Context: an optimization exercise on an open-source flow, tuned for small area. The choices shown serve that exercise and are no tape-out recipe.
In this exercise RTL edits were held to simulation tests only and were not proved equivalent to the original.

==> flow/design.v, too long to show whole: its modules and the start of the top module <==
// module sort_pipe: 1507 lines
// module hyp_2: 4 lines
// module dec_2: 10 lines
// module clamp_8_2: 5 lines
// module clamp_6_2: 5 lines
// module clamp_4_2: 5 lines
// module maj49: 94 lines
// module fa3: 3 lines
// module ha2: 3 lines
module sort_pipe(
     input clk,
     input  [7:0] x_0, x_1, x_2, x_3, x_4, x_5, x_6, x_7, x_8, x_9, x_10, x_11, x_12, x_13, x_14, x_15, x_16, x_17, x_18, x_19, x_20, x_21, x_22, x_23, x_24, x_25, x_26, x_27, x_28, x_29, x_30, x_31, x_32, x_33, x_34, x_35, x_36, x_37, x_38, x_39, x_40, x_41, x_42, x_43, x_44, x_45, x_46, x_47, x_48,
     output [7:0] median
);
  // ...
==> flow/run.sh <==
#!/bin/bash
# synth_recipe.tcl (not shown) runs the flow's synth.tcl, then flattens the netlist and writes it again
# the make line also repeats each setting of config.mk as NAME=value (left out here)
make -C /OpenROAD-flow-scripts/flow DESIGN_CONFIG=/design/flow/config.mk WORK_HOME=/design/flow/orfs CLKGATE_MAP_FILE= SYNTH_SCRIPT=/design/flow/synth_recipe.tcl finish
==> flow/config.mk <==
export PLATFORM = sky130hd
export DESIGN_NAME = sort_pipe
export DESIGN_NICKNAME = sort_pipe
export VERILOG_FILES = /design/flow/design.v
export SDC_FILE = /design/flow/constraint.sdc
export NUM_CORES = 4
export LEC_CHECK = 0
export CAP_MARGIN = 20
export CORE_MARGIN = 2
export CORE_UTILIZATION = 60
export SLEW_MARGIN = 20
export SYNTH_HIERARCHICAL = 1
==> flow/constraint.sdc <==
create_clock -name core_clock -period 6.0 [get_ports {clk}]
set_input_delay 1.2000 -clock core_clock [delete_from_list [all_inputs] [get_ports {clk}]]
set_output_delay 1.2000 -clock core_clock [all_outputs]
set_load 0.01 [all_outputs]
==> flow_metrics.env, run 1 <==
export IMPL_via_per_inst=6.04
export IMPL_rsz0062_at_grt="no"
export IMPL_status="timing/DRC/antenna clean"
export IMPL_slowest_stage="fa_1"
export IMPL_finalSetupTns_ns=0
export IMPL_nonClkBufAreaFrac=0.111
export IMPL_area_sequential_mm2=0.0181
export IMPL_startpoint="x_12[7]"
export IMPL_pre_cts_ws_ns=-0.455
export IMPL_largestClassByArea="multi-input combinational cells"
export IMPL_netlist_area_mm2=0.0419
export IMPL_core_mm2=0.0688
export IMPL_slowest_delay_ns=0.61
export IMPL_dp_cells=5049
export IMPL_multiInputGateArea_mm2=0.0236
export IMPL_wl_mm=142
export IMPL_portBuffers=400
export IMPL_cts_tree="yes"
export IMPL_syn_inst=3514
export IMPL_final_area_mm2=0.0522
export IMPL_root_buffer="clkbuf_16"
export IMPL_grt_usage=0.396
==> run 2, diff against run 1 <==
--- a/flow/config.mk
+++ b/flow/config.mk
@@ -8,5 +8,7 @@
 export CAP_MARGIN = 20
 export CORE_MARGIN = 2
 export CORE_UTILIZATION = 60
+export CTS_BUF_LIST = sky130_fd_sc_hd__clkbuf_4 sky130_fd_sc_hd__clkbuf_8
+export CTS_CLUSTER_SIZE = 20
 export SLEW_MARGIN = 20
 export SYNTH_HIERARCHICAL = 1
==> flow_metrics.env, run 2 <==
export IMPL_die_area_mm2=0.0720
export IMPL_cts_resized_gates=0
export IMPL_antenna_found_initial=13
export IMPL_cp_top_family="adder cells"
export IMPL_worstPathMaxFanout=28
export IMPL_first_pass_iters=6
export IMPL_drv_cap=0
export IMPL_place_congestion=1.00
export IMPL_synth_area_per_cell_um2=11.9
export IMPL_grt_max_degree=99
export IMPL_clock_path_buffers=3
export IMPL_syn_num_nets=4435
export IMPL_skew_ns=0.0503
export IMPL_grt_overflow_total=0
export IMPL_portBuffers=400
export IMPL_max_freq_ghz=0.173
export IMPL_dp_cells=5049
export IMPL_syn_to_final_growth_pct=24.7
export IMPL_rsz0062_at_grt="no"
export IMPL_root_buffer="clkbuf_8"
export IMPL_final_cell_mix="dfxtp_1, a21o_1, fa_1"
export IMPL_hpwl_mm=111
export IMPL_slowest_stage="fa_1"
export IMPL_htree_levels=4
export IMPL_hp_class="reg -> reg"
export IMPL_end_kind="flip-flop"
export IMPL_nets=5183
export IMPL_io_pins=401
export IMPL_grt_pass1_wl_mm=204
export IMPL_hold_viol_final=0
export IMPL_setup_violations=0
export IMPL_slew_violations=0
export IMPL_via_per_inst=5.98
export IMPL_crit_chain="or2_1, fa_1, fa_1, fa_1, fa_1, fa_1, fa_1, o22ai_1, a21oi_1, o22a_1, and2b_4, buf_12, a22oi_2, nand2_2, a21o_1"
export IMPL_final_area_mm2=0.0522
export IMPL_worstPathRequired_ns=6.72
export IMPL_dieWidth_um=268
export IMPL_layout_cells_non_filler=5303
export IMPL_dr_total_vias=31700
export IMPL_min_period_ns=5.79
export IMPL_core_mm2=0.0688
export IMPL_ant_nets=0
export IMPL_routedWlPerCell_um=26.6
export IMPL_clock_sinks=904
export IMPL_yosysWarningCount=7
export IMPL_cts_inserted_buffers=142
export IMPL_grt_usage=0.394
export IMPL_critPathKind="reg -> reg"
export IMPL_final_layout_size_suffix_gt1_frac=0.216
export IMPL_ctsHoldBuffers=0
export IMPL_nFillCells=4285
export IMPL_rows=96
export IMPL_netlist_area_mm2=0.0419
export IMPL_hold_ws_ns=0.316
export IMPL_cp_num_buf_inv=1
export IMPL_drt_iter0_markers=3745
export IMPL_tightest_slew_ns=0.584
export IMPL_period_share=0.965
export IMPL_cts_tree="yes"
export IMPL_layout_commonest_cell="dfxtp_1"
export IMPL_die_height_um=268
export IMPL_slowest_delay_ns=0.63
export IMPL_cts_setup_buffers=0
export IMPL_slew_headroom=0.610
export IMPL_status="timing/DRC/antenna clean"
export IMPL_postPlaceCellArea_mm2=0.0490
export IMPL_startpoint_type="flip-flop"
export IMPL_syn_inst=3514
export IMPL_grt_pass1_vias=32800
export IMPL_clkLatencyLatePin_ns=0.84
export IMPL_start_util=0.609
export IMPL_arrival_ns=6.51
export IMPL_cts_clk_slew_worst_paths_ns=0.06
export IMPL_wl_mm=141
export IMPL_cpMostUsedCell="fa_1"
export IMPL_drc=0
==> run 2: final cells by class <==
cell class / count / area [um^2] / area share
Multi-Input combinational cell: 2514 / 23600 / 0.452
Sequential cell: 904 / 18100 / 0.346
Timing Repair Buffer: 604 / 5800 / 0.111
Clock buffer: 211 / 2670 / 0.0510
Tap cell: 931 / 1160 / 0.0223
Clock inverter: 41 / 548 / 0.0105
Inverter: 96 / 360 / 0.00690
Antenna cell: 2 / 5.00 / 0.0000958
==> run 2: metal layers <==
metal,share of wire,global-route usage,up-vias
li1,-,-,13600
met1,0.40,0.520,15700
met2,0.44,0.590,1994
met3,0.10,0.118,433
met4,0.057,0.201,14
met5,0.00059,0,-
==> run 2: worst paths after layout <==
kind | from | end | slack, ns | cells past startpoint
min reg2reg | dly6[0]$_DFF_P_ | dly7[0]$_DFF_P_ | 0.32 | 0
max | s0_v23[5]$_DFF_P_ | s1_v28[1]$_DFF_P_ | 0.21 | 15
min | dly6[0]$_DFF_P_ | dly7[0]$_DFF_P_ | 0.32 | 0
max reg2reg | s0_v23[5]$_DFF_P_ | s1_v28[1]$_DFF_P_ | 0.21 | 15
==> run 2: per-stage QoR <==
stage	util	TNS (ns)	setup slack, ns
floorplan	-	-41.82	-0.149
global placement	0.712	-90.11	-0.370
detailed placement	0.712	-109.86	-0.455
CTS	0.759	0	0.297
global route	0.759	0	0.106
finish	0.759	0	0.211

## static timing again, ports no longer ideal
In the flow no input, the clock included, has a driving cell. The finished layouts below were timed again as built, in two steps.
Step 1: set_driving_cell puts a clkbuf_16 on clk and a buf_2 on each other input, an assumption about the parent block.
Step 2 moves the port delays by t, midway between the first and last clock arrival at a register: inputs arrive t later, outputs are due t later. That takes back most of the time a late clock gives input paths.
Three values: no drivers, after step 1, after step 2; two values: the first two.
run	t (ns)	setup slack, ns	worst register clock-pin slew, ns
run 1	0.716	0.135 / 0.161 / -0.536	0.08 / 0.08
run 2	0.876	0.211 / 0.211 / -0.550	0.08 / 0.08
With both steps, setup timing fails in run 1 and run 2, where it was met with ideal ports. For run 2, which loses most, drivers alone change the setup slack by 0.000 ns; drivers and shift together by -0.761 ns.
